From an optimization exercise on the open Yosys and OpenROAD flow, aimed at a short achievable clock period and few clock cycles; shortcuts taken in it are not production practice. Only simulation tests tie the RTL to the original design; equivalence was not proved. No activity file was given, so power comes from the tool's default toggle rates.

==> flow/design.v <==
module ALU_control(
	input [5:0] func,
	input [2:0] ALUop,
	output [3:0] ALU_ctr   
);
	assign ALU_ctr=(ALUop==3'b000 || ALUop==3'b011 && func==6'b100001)?4'b0010:   
				   (ALUop==3'b001 || 
				   ALUop==3'b011 && (func==6'b100011 || func==6'b101011))?4'b0110:   
				   (ALUop==3'b100 ||ALUop==3'b011 && func==6'b100100)?4'b0000:   
				   (ALUop==3'b101 || 
				   ALUop==3'b011 && (func==6'b100101 || func==6'b100111))?4'b0001:   
				   (ALUop==3'b010 || ALUop==3'b011 && func==6'b101010)?4'b0111:   
				   (ALUop==3'b011 && (func==6'b000000 || func==6'b000100))?4'b0011:   
				   (ALUop==3'b011 && (func==6'b000011 || func==6'b000111))?4'b0100:
			       (ALUop==3'b011 && (func==6'b000010 || func==6'b000110))?4'b0101:
				   (ALUop==3'b110 || ALUop==3'b011 && func==6'b100110)?4'b1000:   
				   3'b000;
endmodule
`timescale 10 ns / 1 ns
module alu(
	input [32 - 1:0] A,
	input [32 - 1:0] B,
	input [3:0] ALUop,
	output Overflow,
	output CarryOut,
	output Zero,
	output [32 - 1:0] Result
);
	wire [32 - 1:0] aorb;
	wire [32 - 1:0] aandb;
	assign aorb=A|B;
	assign aandb=A&B;
	wire [32 - 1:0] bused;
	assign bused=(ALUop==4'b0111 || ALUop==4'b0110)?(~B+1):B; 
	wire [32 - 1:0] aplusbused;
	assign aplusbused=A+bused;
	wire [32 -1:0] avsb;
	assign avsb=(A[32-1]==0 && B[32-1]==1)?0:
			    (A[32-1]==1 && B[32-1]==0)?1:
				{31'b0, aplusbused[32-1]};
	wire [31:0] b_shift_left_by_a;
	assign b_shift_left_by_a=(B<< (A[4:0]));   
	wire [31:0] b_shift_arith_right_by_a;
	assign b_shift_arith_right_by_a=( (B>>(A[4:0])) | ({{31{B[31]}},1'b0} << (~(A[4:0]))) ); 
	wire [31:0] b_shift_logic_right_by_a;
	assign b_shift_logic_right_by_a=(B>>(A[4:0]));
	wire [31:0] axorb;
	assign axorb=(A&(~B))|((~A)&B);
	assign Result=(ALUop==4'b0000)?aandb:
		          (ALUop==4'b0001)?aorb:
				  (ALUop==4'b0010 || ALUop==4'b0110)?aplusbused:
				  (ALUop==4'b0111)?avsb:
				  (ALUop==4'b0011)?b_shift_left_by_a:
				  (ALUop==4'b0100)?b_shift_arith_right_by_a:
				  (ALUop==4'b0101)?b_shift_logic_right_by_a:
				  (ALUop==4'b1000)?axorb:
				  0;
	assign Zero=(Result==0)?1:0;
	assign Overflow=((((A[32-1]&&bused[32-1]&&~Result[32-1]) || (~A[32-1]&&~bused[32-1]&&Result[32-1]))&&(B!=32'h80000000|| ALUop!=4'b0110))
			||(B==32'h80000000 && ALUop==4'b0110 && A[32-1]==0))
	?1:0;
	assign CarryOut=(((~ALUop[2]&&A[32-1]&&bused[32-1]) || (~ALUop[2]&&A[32-1]&&~bused[32-1]&&~Result[32-1])
			|| (~ALUop[2]&&~A[32-1]&&bused[32-1]&&~Result[32-1])
			|| (ALUop[2]&&~A[32-1]&&~bused[32-1]) || (ALUop[2]&&A[32-1]&&~bused[32-1]&&Result[32-1])
			|| (ALUop[2]&&~A[32-1]&&bused[32-1]&&Result[32-1])
	)&&(B!=0))?1:0; 
endmodule
`timescale 10 ns / 1 ns
module reg_file(
	input clk,
	input resetn,
	input [5 - 1:0] waddr,
	input [5 - 1:0] raddr1,
	input [5 - 1:0] raddr2,
	input wen,
	input [32 - 1:0] wdata,
	output [32 - 1:0] rdata1,
	output [32 - 1:0] rdata2
);
	reg [32-1:0] mem [32-1:0];
	always @(posedge clk)
	begin
		if(resetn==0)
		begin
			mem [0]<=0;
			if(wen==1 && waddr!=0)
			begin
				mem[waddr]<=wdata;
			end
			else
				;
		end
		else
		begin
			if(wen==1 && waddr!=0)
			begin
				mem[waddr]<=wdata;
			end
			else
				;
		end
	end
	assign rdata1 = mem[raddr1];
	assign rdata2 = mem[raddr2];
endmodule
`timescale 10ns / 1ns
module control_unit(
	input  clk,
	input  resetn,
	output reg inst_sram_en,
	input  [5:0] behavior,
	input  [31:0] Result, 
	output [1:0] reg_dst, 
	output reg mem_read, 
	output [3:0] reg_write_value, 
	output [2:0] ALUop, 
	output reg mem_write, 
	output [1:0] B_src, 
	output reg reg_write, 
	output [3:0] data_sram_wen, 
	output [2:0] mem_write_value, 
	output reg in_delay_slot,      
	output reg PC_enable,
	output bne,
    output beq,
	output j,
	output jal,
	output R_type,
	output regimm,
	output blez,
	output bgtz,
	output writing_back
);
	reg [2:0] next_state;
	reg [2:0] state;
	parameter IF    =3'b000,  
		      IW    =3'b001,  
			  ID_EX =3'b010,  
			  LD    =3'b011,  
			  RDW   =3'b100,  
			  WB    =3'b101,  
			  ST    =3'b110;  
    assign writing_back = (state == WB)?1:0;
	wire addiu, lw  , sw   , nop;
	wire lui  , slti, sltiu;
	wire andi , lb  , lbu  , lh , lhu, lwl , lwr,
	     ori  , sb  , sh  , swl, swr, xori;
	assign addiu =(behavior==6'b001001)?1:0;
	assign lw    =(behavior==6'b100011)?1:0;
	assign sw    =(behavior==6'b101011)?1:0;
	assign bne   =(behavior==6'b000101)?1:0;
	assign R_type=(behavior==6'b000000)?1:0;
	assign beq   =(behavior==6'b000100)?1:0;
	assign j     =(behavior==6'b000010)?1:0;
	assign jal   =(behavior==6'b000011)?1:0;
	assign lui   =(behavior==6'b001111)?1:0;
	assign slti  =(behavior==6'b001010)?1:0;
	assign sltiu =(behavior==6'b001011)?1:0;
	assign andi  =(behavior==6'b001100)?1:0;
	assign regimm=(behavior==6'b000001)?1:0;
	assign blez  =(behavior==6'b000110)?1:0;
	assign bgtz  =(behavior==6'b000111)?1:0;
	assign lb    =(behavior==6'b100000)?1:0;
	assign lbu   =(behavior==6'b100100)?1:0;
	assign lh    =(behavior==6'b100001)?1:0;
	assign lhu   =(behavior==6'b100101)?1:0;
	assign lwl   =(behavior==6'b100010)?1:0;
	assign lwr   =(behavior==6'b100110)?1:0;
	assign ori   =(behavior==6'b001101)?1:0;
	assign sb    =(behavior==6'b101000)?1:0;
	assign sh    =(behavior==6'b101001)?1:0;
	assign swl   =(behavior==6'b101010)?1:0;
	assign swr   =(behavior==6'b101110)?1:0;
	assign xori  =(behavior==6'b001110)?1:0;
	wire Jump_Class, Load_Class, Store_Class;
	assign Jump_Class =(bne || beq || j   || jal || regimm || blez|| bgtz)?1:0;
	assign Load_Class =(lw  || lb  || lbu || lh  || lhu    || lwl || lwr )?1:0;
	assign Store_Class=(sw  || sb  || sh  || swl || swr                  )?1:0;
	always @(posedge clk)
	begin
		if(~resetn)
			state<=IF;
		else
			state<=next_state;
	end
	always @(*)
	begin
		if(resetn==0)
			next_state=IF;
		else
		begin
			case(state)
				IF     : next_state=IW;
				IW     : next_state=ID_EX; 
				ID_EX  : next_state=(Jump_Class     )? IF    :
									(Load_Class     )? LD    :
									(Store_Class    )? ST    :WB ;
				LD     : next_state= RDW;
				RDW    : next_state= WB;
				WB     : next_state= IF ;
				ST     : next_state= IF;
				default: next_state= IF ;
			endcase
        end
	end
	always @(posedge clk)
	begin
        case(next_state)      
			IF     :
			begin
				mem_read <=0;
				mem_write<=0;
				reg_write<=0;
				in_delay_slot<=0;
				PC_enable<=0;
				inst_sram_en<=1;
			end
			IW     :
			begin
				mem_read <=0;
				mem_write<=0;
				reg_write<=0;
				in_delay_slot<=0;
				PC_enable<=0;
				inst_sram_en<=0;
			end
			ID_EX  :
			begin
				mem_read <=0;
				mem_write<=0;
				reg_write<=(jal);   
				in_delay_slot<=(jal);
				PC_enable<=Jump_Class;
				inst_sram_en<=0;
			end
			LD     :
			begin
				mem_read <=1;     
				mem_write<=0;
				reg_write<=0;
				in_delay_slot<=0;
				PC_enable<=0;
				inst_sram_en<=0;
			end
			RDW    :
			begin
				mem_read <=0;
				mem_write<=0;
				reg_write<=0;
				in_delay_slot<=0;
				PC_enable<=0;
				inst_sram_en<=0;
			end
			WB     :
			begin
				mem_read <=0;
				mem_write<=0;
				reg_write<=1;     
				in_delay_slot<=0;
				PC_enable<=1;     
				inst_sram_en<=0;
			end
			ST     :
			begin
				mem_read <=0;
				mem_write<=1;      
				reg_write<=0;
				in_delay_slot<=0;
				PC_enable<=(state==ID_EX); 
				inst_sram_en<=0;
			end
			default:;
		endcase
	end
	assign reg_dst=(R_type)? 2'b01:
				   (jal   )? 2'b10:
		                     2'b00;  
	assign reg_write_value=(lw   )? 4'b0001:
		                   (jal  )? 4'b0010:
				    	   (lui  )? 4'b0011:
						   (sltiu)? 4'b0100:
						   (lb   )? 4'b0101:
						   (lbu  )? 4'b0110:
						   (lh   )? 4'b0111:
						   (lhu  )? 4'b1000:
						   (lwl  )? 4'b1001:
						   (lwr  )? 4'b1010:
		                               4'b0000;      
	assign ALUop=(addiu || lw    || sw    || lb   || lbu   || 
		          lh    || lhu   || lwl   || lwr  || sb    ||
			      sh    || swl   || swr                      )? 3'b000:   
				 (bne   || beq   || sltiu                    )? 3'b001:   
				 (R_type                                     )? 3'b011:   
				 (slti  || regimm|| blez  || bgtz            )? 3'b010:   
				 (andi                                       )? 3'b100:   
				 (ori                                        )? 3'b101:   
				 (xori                                       )? 3'b110:   
				                                                3'b010;   
	assign B_src=(addiu || lw    || sw    || slti || sltiu || 
				  lb    || lbu   || lh    || lhu  || lwl   ||
				  lwr   || sb    || sh    || swl  || swr     )? 2'b01:  
				 (regimm|| blez  || bgtz                     )? 2'b10:
				 (ori   || andi  || xori                     )? 2'b11:    
				                                                2'b00;    
	assign mem_write_value=(sb )? 3'b001:
		                   (sh )? 3'b010:
						   (swl)? 3'b011:
						   (swr)? 3'b100:
						          3'b000;
	wire [3:0] write_strb_sb ;
	wire [3:0] write_strb_sh ;
	wire [3:0] write_strb_swl;
	wire [3:0] write_strb_swr;
	assign write_strb_sb =(Result[1:0]==2'b00)? 4'b0001:
						  (Result[1:0]==2'b01)? 4'b0010:
						  (Result[1:0]==2'b10)? 4'b0100:
						  (Result[1:0]==2'b11)? 4'b1000:
						                        4'b0000;
	assign write_strb_sh =(Result[ 1 ]==0    )? 4'b0011:
						  (Result[ 1 ]==1    )? 4'b1100:
						                        4'b0000;
	assign write_strb_swl=(Result[1:0]==2'b00)? 4'b0001:
						  (Result[1:0]==2'b01)? 4'b0011:
						  (Result[1:0]==2'b10)? 4'b0111:
						  (Result[1:0]==2'b11)? 4'b1111:
			                 			        4'b0000;
	assign write_strb_swr=(Result[1:0]==2'b00)? 4'b1111:
						  (Result[1:0]==2'b01)? 4'b1110:
						  (Result[1:0]==2'b10)? 4'b1100:
						  (Result[1:0]==2'b11)? 4'b1000:
						                        4'b0000;
	assign data_sram_wen=(sw )?        4'b1111:
		              (sb )? write_strb_sb :
					  (sh )? write_strb_sh :
					  (swl)? write_strb_swl:
					  (swr)? write_strb_swr:
					                4'b0000;
endmodule
`timescale 10ns / 1ns
module mycpu_top(
	input  resetn,
	input  clk,
	output inst_sram_en,
	output [3:0] inst_sram_wen,
	output [31:0] inst_sram_addr,
	output [31:0] inst_sram_wdata,
	input [31:0] inst_sram_rdata,
	output data_sram_en,
	output [3:0] data_sram_wen,
	output [31:0] data_sram_addr,
	output [31:0] data_sram_wdata,
	input [31:0] data_sram_rdata,
	output [31:0] debug_wb_pc,
	output [3:0]debug_wb_rf_wen,
	output [4:0] debug_wb_rf_wnum,
	output [31:0] debug_wb_rf_wdata,
    output [31:0]	mips_perf_cnt_0 
);
    reg [31:0] PC;
	wire [4:0] waddr;
	wire wen_reg_file;
	wire [31:0] wdata;
	wire [31:0] pc_next;
	wire [31:0] pc_next_option000;
	assign inst_sram_wen = 0;
	assign inst_sram_addr = PC;
	assign inst_sram_wdata = 0;
	assign debug_wb_rf_wen = {4{wen_reg_file}};
	assign debug_wb_rf_wnum = waddr;
	assign debug_wb_rf_wdata = wdata;
	wire [2:0] next_state;
	wire [31:0] inst;
	assign inst=inst_sram_rdata;
	wire [31:0] data_from_mem;
    assign data_from_mem=data_sram_rdata;
	wire [31:0] sign_extended_imm;
	assign sign_extended_imm={{16{inst[15]}},inst[15:0]};
	wire [25:0] instr_index;
	assign instr_index=inst[25:0];
	wire [27:0] instr_index_sl2;
	assign instr_index_sl2={instr_index[25:0],2'b00};
	wire [31:0] imm_sl16;
	assign imm_sl16={inst[15:0],16'b0};
	wire [31:0] zero_extended_imm;
	assign zero_extended_imm={16'b0,inst[15:0]};
    wire [5:0] behavior;                                 
	wire [31:0] Result;									 
    wire [1:0] reg_dst; 
    wire branch; 
    wire mem_read; 
    wire [3:0] reg_write_value; 
    wire [2:0] ALUop; 
	wire mem_write; 
	wire [1:0] B_src; 
    wire reg_write; 
	wire PC_enable;
	wire bne;                                            
	wire beq;											 
	wire j;												 
	wire jal;											 
	wire R_type;
	wire regimm;
	wire blez;
	wire bgtz;
	wire [2:0] mem_write_value;
	wire writing_back;
    wire in_delay_slot;
	control_unit cpu_control_unit(.clk(clk),.resetn(resetn),.inst_sram_en(inst_sram_en),
	    .behavior(behavior),.Result(Result),
		.reg_dst(reg_dst),.mem_read(mem_read),.reg_write_value(reg_write_value),
		.ALUop(ALUop),.mem_write(mem_write),.B_src(B_src),.reg_write(reg_write),
		.data_sram_wen(data_sram_wen),.mem_write_value(mem_write_value),
		.PC_enable(PC_enable),
		.bne(bne),.beq(beq),.j(j),.jal(jal),.R_type(R_type),
		.regimm(regimm),.blez(blez),.bgtz(bgtz),.writing_back(writing_back),
		.in_delay_slot(in_delay_slot)
	);
    assign behavior=inst[31:26]; 
	assign data_sram_en=mem_read | mem_write;
	assign debug_wb_pc = PC;
	wire clk_reg_file;									 
	wire rst_reg_file;									 
	wire [4:0] raddr1;									 
	wire [4:0] raddr2;									 
	wire [31:0] rdata1;									 
	wire [31:0] rdata2;									 
	reg_file cpu_reg_file(.clk(clk_reg_file),.resetn(rst_reg_file),.waddr(waddr),.raddr1(raddr1),
		.raddr2(raddr2),.wen(wen_reg_file),.wdata(wdata),.rdata1(rdata1),.rdata2(rdata2));
	assign clk_reg_file=clk;
	assign raddr1=inst[25:21];
	assign raddr2=inst[20:16];
	assign wen_reg_file=(R_type==1 && inst[5:0]==6'b001011)?(reg_write && rdata2!=32'b0):
	                    (R_type==1 && inst[5:0]==6'b001010)?(reg_write && rdata2==32'b0):
	                    reg_write; 
	assign rst_reg_file=resetn;
	wire [31:0] A;										 
	wire [31:0] B;										 
	wire [3:0] ALUoperation;							 
	wire Overflow;
	wire CarryOut;
	wire Zero;											 
	alu cpu_alu(.A(A),.B(B),.ALUop(ALUoperation),.Overflow(Overflow),.CarryOut(CarryOut),
		.Zero(Zero),.Result(Result));
	assign data_sram_addr=Result;
	ALU_control cpu_ALU_control(.func(inst[5:0]),.ALUop(ALUop),
		.ALU_ctr(ALUoperation));
	wire [31:0] write_data_sb;
	wire [31:0] write_data_sh;
	wire [31:0] write_data_swl;
	wire [31:0] write_data_swr;
	assign write_data_sb={4{rdata2[7:0]}};   
	assign write_data_sh={2{rdata2[15:0]}};   
	assign write_data_swl=(Result[1:0]==2'b00)?{24'b0,rdata2[31:24]}:
						  (Result[1:0]==2'b01)?{16'b0,rdata2[31:16]}:
						  (Result[1:0]==2'b10)?{8'b0,rdata2[31:8]}:
						  (Result[1:0]==2'b11)?rdata2:
						  32'b0;
	assign write_data_swr=(Result[1:0]==2'b00)?rdata2:
						  (Result[1:0]==2'b01)?{rdata2[23:0],8'b0}:
						  (Result[1:0]==2'b10)?{rdata2[15:0],16'b0}:
						  (Result[1:0]==2'b11)?{rdata2[7:0],24'b0}:
						  32'b0;
	assign data_sram_wdata=(mem_write_value==3'b000)?rdata2:
		              (mem_write_value==3'b001)?write_data_sb:
				      (mem_write_value==3'b010)?write_data_sh:
					  (mem_write_value==3'b011)?write_data_swl:
					  (mem_write_value==3'b100)?write_data_swr:
					  rdata2;
	wire [4:0] waddr_option00;
	wire [4:0] waddr_option01;
	assign waddr_option00=inst[20:16];
	assign waddr_option01=inst[15:11];
	assign waddr=(reg_dst==2'b00)? waddr_option00: 
		         (reg_dst==2'b01)? waddr_option01:
				 (reg_dst==2'b10)? 5'b11111:
				 5'b00000;
	wire [31:0] B_option00;
	wire [31:0] B_option01;
	wire [31:0] B_option10;
	wire [31:0] B_option11;
	assign B_option00=rdata2;
	assign B_option01=sign_extended_imm;
	assign B_option10=32'b0;
	assign B_option11=zero_extended_imm;
	assign B=(B_src==2'b00)? B_option00:
		     (B_src==2'b01)? B_option01:
			 (B_src==2'b10)? B_option10:
			 (B_src==2'b11)? B_option11:
			 rdata2;
	wire [31:0] wdata_option0000;
	wire [31:0] wdata_option0001;
	wire [31:0] wdata_lb;
	wire [31:0] wdata_lbu;
	wire [31:0] wdata_lh;
	wire [31:0] wdata_lhu;
	wire [31:0] wdata_lwl;
	wire [31:0] wdata_lwr;
	assign wdata_option0000=Result;
	assign wdata_option0001=data_from_mem;
	assign wdata_lb=(Result[1:0]==2'b00)?{{24{data_from_mem[7]}},data_from_mem[7:0]}:
				    (Result[1:0]==2'b01)?{{24{data_from_mem[15]}},data_from_mem[15:8]}:
					(Result[1:0]==2'b10)?{{24{data_from_mem[23]}},data_from_mem[23:16]}:
					(Result[1:0]==2'b11)?{{24{data_from_mem[31]}},data_from_mem[31:24]}:
					32'b0;
	assign wdata_lbu=(Result[1:0]==2'b00)?{24'b0,data_from_mem[7:0]}:
					 (Result[1:0]==2'b01)?{24'b0,data_from_mem[15:8]}:
					 (Result[1:0]==2'b10)?{24'b0,data_from_mem[23:16]}:
					 (Result[1:0]==2'b11)?{24'b0,data_from_mem[31:24]}:
					 32'b0;
	assign wdata_lh=(Result[1]==0)?{{16{data_from_mem[15]}},data_from_mem[15:0]}:
		            (Result[1]==1)?{{16{data_from_mem[31]}},data_from_mem[31:16]}:
					32'b0;
	assign wdata_lhu=(Result[1]==0)?{16'b0,data_from_mem[15:0]}:
					 (Result[1]==1)?{16'b0,data_from_mem[31:16]}:
					 32'b0;
	assign wdata_lwl=(Result[1:0]==2'b00)?{data_from_mem[7:0],rdata2[23:0]}:
					 (Result[1:0]==2'b01)?{data_from_mem[15:0],rdata2[15:0]}:
					 (Result[1:0]==2'b10)?{data_from_mem[23:0],rdata2[7:0]}:
					 (Result[1:0]==2'b11)?data_from_mem[31:0]:
					 32'b0;
	assign wdata_lwr=(Result[1:0]==2'b00)?data_from_mem[31:0]:
				     (Result[1:0]==2'b01)?{rdata2[31:24],data_from_mem[31:8]}:
					 (Result[1:0]==2'b10)?{rdata2[31:16],data_from_mem[31:16]}:
					 (Result[1:0]==2'b11)?{rdata2[31:8],data_from_mem[31:24]}:
					 32'b0;
	assign wdata=(reg_write_value==4'b0000 &&(( inst[5:0]!=6'b001001 &&
	             inst[5:1]!=5'b00101  && inst[5:0]!=6'b100111 &&
			     inst[5:0]!=6'b101011)&&R_type==1 || R_type==0) )?wdata_option0000:
		         (reg_write_value==4'b0001)?wdata_option0001:
				 (reg_write_value==4'b0010 ||
			     reg_write_value==4'b0000 && inst[5:0]==6'b001001 && R_type==1
			     )?(pc_next_option000+4):
				 (reg_write_value==4'b0011)?imm_sl16:
				 (reg_write_value==4'b0100 || 
				 reg_write_value==4'b0000 && inst[5:0]==6'b101011 && R_type==1
			     )?{31'b0,CarryOut}:
				 (reg_write_value==4'b0101)?wdata_lb:   
				 (reg_write_value==4'b0110)?wdata_lbu:  
				 (reg_write_value==4'b0111)?wdata_lh:   
				 (reg_write_value==4'b1000)?wdata_lhu:  
				 (reg_write_value==4'b1001)?wdata_lwl:  
				 (reg_write_value==4'b1010)?wdata_lwr:  
				 (reg_write_value==4'b0000 && inst[5:1]==5'b00101 && R_type==1)?rdata1:
				 (reg_write_value==4'b0000 && inst[5:0]==6'b100111 && R_type==1)?~Result:
				 4'b0000;
	wire [31:0] A_option0;
	wire [31:0] A_option1;
	assign A_option0=rdata1;
	assign A_option1[4:0]=inst[10:6];   
	assign A_option1[31:5]=27'b0;
    assign A=(R_type==1 && 
			 (inst[5:0]==6'b000000 || inst[5:0]==6'b000011 ||
			 inst[5:0]==6'b000010)
		     )?A_option1:A_option0;
	always @(posedge clk) begin
		if(resetn==0) begin
			PC<=32'Hbfc00000;
		end
		else if(PC_enable)begin
			PC<=pc_next;
		end
	end
	wire [31:0] pc_next_option001;
	wire [31:0] pc_next_option010;
	wire [31:0] pc_next_option011;
	reg [31:0] pc_next_option100;
	wire [2:0] pc_decider;
	assign pc_next_option000=PC+4;   
	wire [31:0] offset;
	assign offset={sign_extended_imm[29:0],2'b00};
	assign pc_next_option001=pc_next_option000+offset;   
	assign pc_next_option010={pc_next_option000[31:28],instr_index_sl2[27:0]};
	assign pc_next_option011=rdata1;
    always @(posedge clk)
    begin
        if(jal ==1)
        begin
            pc_next_option100<={pc_next_option000[31:28],instr_index_sl2[27:0]};
        end
    end
	assign pc_decider=(Zero==0 && bne==1)?3'b001:
		              (Zero==1 && beq==1 ||
					  regimm==1 && inst[20:16]==5'b00001 && Result[0]==0 || 
				      blez==1 && (Result[0]==1 || rdata1==32'b0) || 
					  bgtz==1 && (Result[0]==0 && rdata1!=32'b0) || 
					  regimm==1 && inst[20:16]==5'b00000 && Result[0]==1)?3'b001: 
					  (j==1  )?3'b010:
					  (R_type==1 && inst[5:1]==5'b00100)?3'b011: 
					  (in_delay_slot==1)?3'b100:
					  2'b00;
	assign pc_next=(pc_decider==3'b000)?pc_next_option000:
		           (pc_decider==3'b001)?pc_next_option001:
				   (pc_decider==3'b010)?pc_next_option010:
				   (pc_decider==3'b011)?pc_next_option011:
				   (pc_decider==3'b100)?pc_next_option100:
				   0;
	reg [31:0] clk_counter;
	always @(posedge clk)
	begin
		if(resetn==0)
			clk_counter<=1;
		else
			clk_counter<=clk_counter+32'b1;
	end
	assign mips_perf_cnt_0=clk_counter;
endmodule
==> flow/run.sh <==
#!/bin/bash
# synth_recipe.tcl (not shown) runs the flow's synth.tcl, then flattens the netlist and writes it again
# the make line also repeats each setting of config.mk as NAME=value (left out here)
make -C /OpenROAD-flow-scripts/flow DESIGN_CONFIG=/design/flow/config.mk WORK_HOME=/design/flow/orfs CLKGATE_MAP_FILE= SYNTH_SCRIPT=/design/flow/synth_recipe.tcl finish
==> flow/config.mk <==
export PLATFORM = sky130hd
export DESIGN_NAME = mycpu_top
export DESIGN_NICKNAME = mycpu_top
export VERILOG_FILES = /design/flow/design.v
export SDC_FILE = /design/flow/constraint.sdc
export NUM_CORES = 4
export LEC_CHECK = 0
export CAP_MARGIN = 20
export CORE_MARGIN = 2
export CORE_UTILIZATION = 40
export SETUP_SLACK_MARGIN = 1.0
export SLEW_MARGIN = 20
==> flow/constraint.sdc <==
create_clock -name core_clock -period 16.5 [get_ports {clk}]
set_input_delay 3.3000 -clock core_clock [delete_from_list [all_inputs] [get_ports {clk}]]
set_output_delay 3.3000 -clock core_clock [all_outputs]
set_load 0.01 [all_outputs]
==> impl_metrics.json <==
{
  "critPathMaxStageDelay_ns": 1.07,
  "timing.final.setup_violations": 0,
  "area_inside_the_core_boundary_mm2": 0.1757,
  "sequential_cell_area_mm2": 0.03317,
  "yosysWarningCount": 3,
  "grt_antenna_before_repair": 27,
  "ctsHtreeMaxLevel": 3,
  "clk_pin_slew_worst_paths_ns": 0.06,
  "track_usage_pct": 37.60,
  "global_route.overflow_total": 0,
  "reg2reg_setup_slack_ns": 6.63,
  "fillCellCount": 15931,
  "critPathCaptureType": "output port",
  "worstPathMaxFanout": 22,
  "clock_tree.buffer_depth": 3,
  "placed_cell_area_mm2": 0.07822,
  "fin_util_pct": 47.01,
  "wl_per_cell_um": 39.08,
  "synthXorXnorAreaFrac_pct": 2.046,
  "start_kind": "primary input",
  "num_rows": 154,
  "area_growth_pct": 16.97,
  "timing.fmax_mhz": 64.92,
  "power.density_cell_area_mw_per_mm2": 105.4,
  "multiInputGateArea_mm2": 0.03539,
  "drt-total-wl_um": 348800,
  "floorplan.initialDensity_pct": 40.19,
  "synth_enable_flop_cells": 1060,
  "synth_area_mm2": 0.07062,
  "worst_r2r_path_depth": 31,
  "synth_most_common_cell": "sky130_fd_sc_hd__edfxtp_1",
  "worstReg2RegStart": "cpu_reg_file.mem[8][0]",
  "fp.dieW_um": 424.2,
  "yosys.area.top_type_share_pct": 45.07,
  "report.final.slew_viol_count": 0,
  "whs_endpoint": "clk_counter[0]",
  "synth_top_family_by_area": "multiplexers",
  "drt-pass1-iter-count": 10,
  "yosys.area_share.simple_pct": 9.242,
  "ys_async_sr_fraction_pct": 0,
  "hold_viol": 0,
  "synth_compound_gate_area_share_pct": 13.80,
  "library_cell_used_as_clock_root_buffer": "sky130_fd_sc_hd__clkbuf_16",
  "period_minus_slack_ns": 15.40,
  "clock_sink_count": 1127,
  "boundaryPins": 309,
  "r2r_end": "PC[3]",
  "timing.setup.critical_path_class": "primary input to output port",
  "grt_pass1_vias": 57579,
  "total_non_filler_cell_area_in_the_finished_layout_mm2": 0.08260,
  "netlist_instances": 6053,
  "timing.hold.worst_path_depth": 1,
  "worst-endpoint-required_ns": 13.20,
  "worst_vdd_rail_ir_drop_uv": 98.98,
  "finClkSkew_ns": 0.04872,
  "hpwl_um": 236900,
  "tritoncts": "yes",
  "drt_iter0_markers": 8600,
  "grt_pass1_wl_um": 473100,
  "post-route-drc-count": 0,
  "dieArea_mm2": 0.1799,
  "ys_seq_area_share_pct": 46.97,
  "post_drt_via_cell_ratio": 6.761,
  "routabilityCongestion": 1.074,
  "slowest_stage": "sky130_fd_sc_hd__or4_1",
  "clock_latency_ns": 0.79,
  "finalNetCount": 6674,
  "maxSlewHeadroom_pct": 9.366,
  "die_y_um": 424.2,
  "cp.arrival_ns": 12.10,
  "synth_top_flop_cell": "sky130_fd_sc_hd__edfxtp_1",
  "synth-adder-area-share_pct": 2.374,
  "avgSynthCellArea_um2": 11.67,
  "cts-buffers-inserted": 120,
  "post-synth-top-area-cell": "sky130_fd_sc_hd__edfxtp_1",
  "final_antenna_net_count": 0,
  "grt_max_degree": 94,
  "synth_cell_type_count": 102,
  "timing.setup.tns_ns": 0,
  "synth_mux_area_share_pct": 21.03,
  "setup_repair_after_global_routing_missed_its_margin": "false",
  "max_cap_viol_count": 0,
  "ratio_of_final_minimum_period_to_clock_period_pct": 93.35,
  "ys_top_cells_by_count": "1060 x sky130_fd_sc_hd__edfxtp_1, 771 x sky130_fd_sc_hd__mux2i_1, 408 x sky130_fd_sc_hd__nand2_1",
  "outcome": "finished clean",
  "netlist_top_cells_area": "sky130_fd_sc_hd__edfxtp_1 45%, sky130_fd_sc_hd__mux2i_1 11%, sky130_fd_sc_hd__mux4_2 9.4%",
  "timing_worst_slew_pin_value_ns": 1.357,
  "vias": 60332,
  "drive_gt1_share_pct": 17.99,
  "power_leakage_nw": 29.95,
  "synth.ff_latch_count": 1127,
  "worst_min_delay_path_category": "register to register",
  "hold_path.startpoint": "clk_counter[0]",
  "port_buffers": 272
}
[layout make-up]
type	count	area share, %
repair buffers	743	8.155
well taps	2340	3.544
clock inverters	79	0.9603
multi-input cells	4356	42.84
flip-flops and latches	1127	40.16
diodes	15	0.04544
clock buffers	136	3.708
inverters	128	0.5847
[kinds of logic after synthesis]
group                      Yosys count
AOI/OAI and AO/OA                 1500
other                                2
muxes                             1110
buffers and inverters              646
adders and majority gates          133
xor gates and xnor gates           165
and+or+nand+nor                   1370
DFF                               1127
[where the power goes]
part | switching (mW) | internal, mW
Combinational | 1.80 | 0.898
Sequential | 0.0243 | 3.30
Clock | 1.16 | 1.53
[placed cells by master, fill, tap and decap left out, types with 130 or more instances in the layout]
cell type,count
sky130_fd_sc_hd__edfxtp_1,1060
sky130_fd_sc_hd__mux2i_1,767
sky130_fd_sc_hd__buf_4,434
sky130_fd_sc_hd__nand2_1,408
sky130_fd_sc_hd__a21oi_1,356
sky130_fd_sc_hd__nor2_1,332
sky130_fd_sc_hd__mux4_2,294
sky130_fd_sc_hd__o21ai_0,288
sky130_fd_sc_hd__clkdlybuf4s50_1,257
sky130_fd_sc_hd__nand3_1,203
sky130_fd_sc_hd__o22ai_1,169
sky130_fd_sc_hd__a22oi_1,145
sky130_fd_sc_hd__ha_1,130
[how the worst max path moves through the flow]
| stage | slack, ns | start | to | cells after the start |
|---|---|---|---|---|
| final | 1.10 | inst_sram_rdata[23] | debug_wb_rf_wdata[16] | 32 |
| after global routing | 1.01 | inst_sram_rdata[23] | debug_wb_rf_wdata[16] | 32 |
| after global placement | 0.37 | inst_sram_rdata[18] | debug_wb_rf_wdata[16] | 35 |
| after detailed placement | 0.34 | inst_sram_rdata[17] | debug_wb_rf_wdata[17] | 34 |
| after floorplan | 1.04 | inst_sram_rdata[21] | debug_wb_rf_wdata[2] | 28 |
| after CTS | 1.04 | inst_sram_rdata[26] | debug_wb_rf_wdata[17] | 32 |
[repair_timing]
action	in CTS	in global routing
hold endpoints to repair	0	0
pin swaps	3	7
hold buffers	0	0
endpoints found under the setup margin	66	57
gates resized for setup	14	29
cloned	1	5
buffers inserted	6	14
[through the flow]
step / worst slack, ns / hold WS [ns] / power (mW) / std cells
finish: 1.096 / 0.4453 / 8.706 / 8924
detailed placement: 0.3356 / 0.4319 / 5.917 / 8666
CTS: 1.043 / 0.4468 / 8.589 / 8888
global route: 1.008 / 0.4687 / 8.896 / 8912
floorplan: 1.043 / 0.4368 / 4.697 / 6125
global placement: 0.3671 / 0.4243 / 5.927 / 8662
[critical path: cells and delay by family]
kind                     cells  cell delay (ns)
buffers and inverters        8             2.20
adder cells (fa/ha/maj)      1             0.28
AND/OR/NAND/NOR              9             2.80
multiplexers                 2             0.50
AO/OA/AOI/OAI               12             2.97
[per-layer routing]
layer	vias up	share of wire (%)	track usage [%]
met5	-	0.041	0
met4	18	9.2	28.28
met3	1201	11	9.603
met2	4253	44	57.70
met1	30321	36	45.63
li1	24539	-	-
[state kept, by name (all words and copies together) (netlist names), 3 cells and up]
register,flops
PC,32
clk_counter,32
cpu_control_unit.state,3
cpu_reg_file.mem,1024
pc_next_option100,30
Testbench counts, summed over its fixed seeds: cycles 298,327.

==> re-timing with driven ports <==
No port has a modelled driver above. Below, the same layout with a new extraction and two added sets of constraints. Step 1, drivers: a clkbuf_16 drives clk and a buf_2 each remaining input, both assumed. Step 2, shift: input delay + t, output delay - t, t = (earliest + latest rising clock arrival at the registers) / 2. This alone moves slack from input paths to output paths. Slacks: ideal ports / drivers / drivers and shift; pairs: ideal ports / drivers.
t, ns: 0.849
setup slack, ns: 1.096 / 1.055 / 1.055
worst slew at a driven data input, ns: 0.25
After both steps this run still meets setup and hold. The setup slack of this run moves by -0.041 ns with the drivers and by -0.041 ns with both steps.
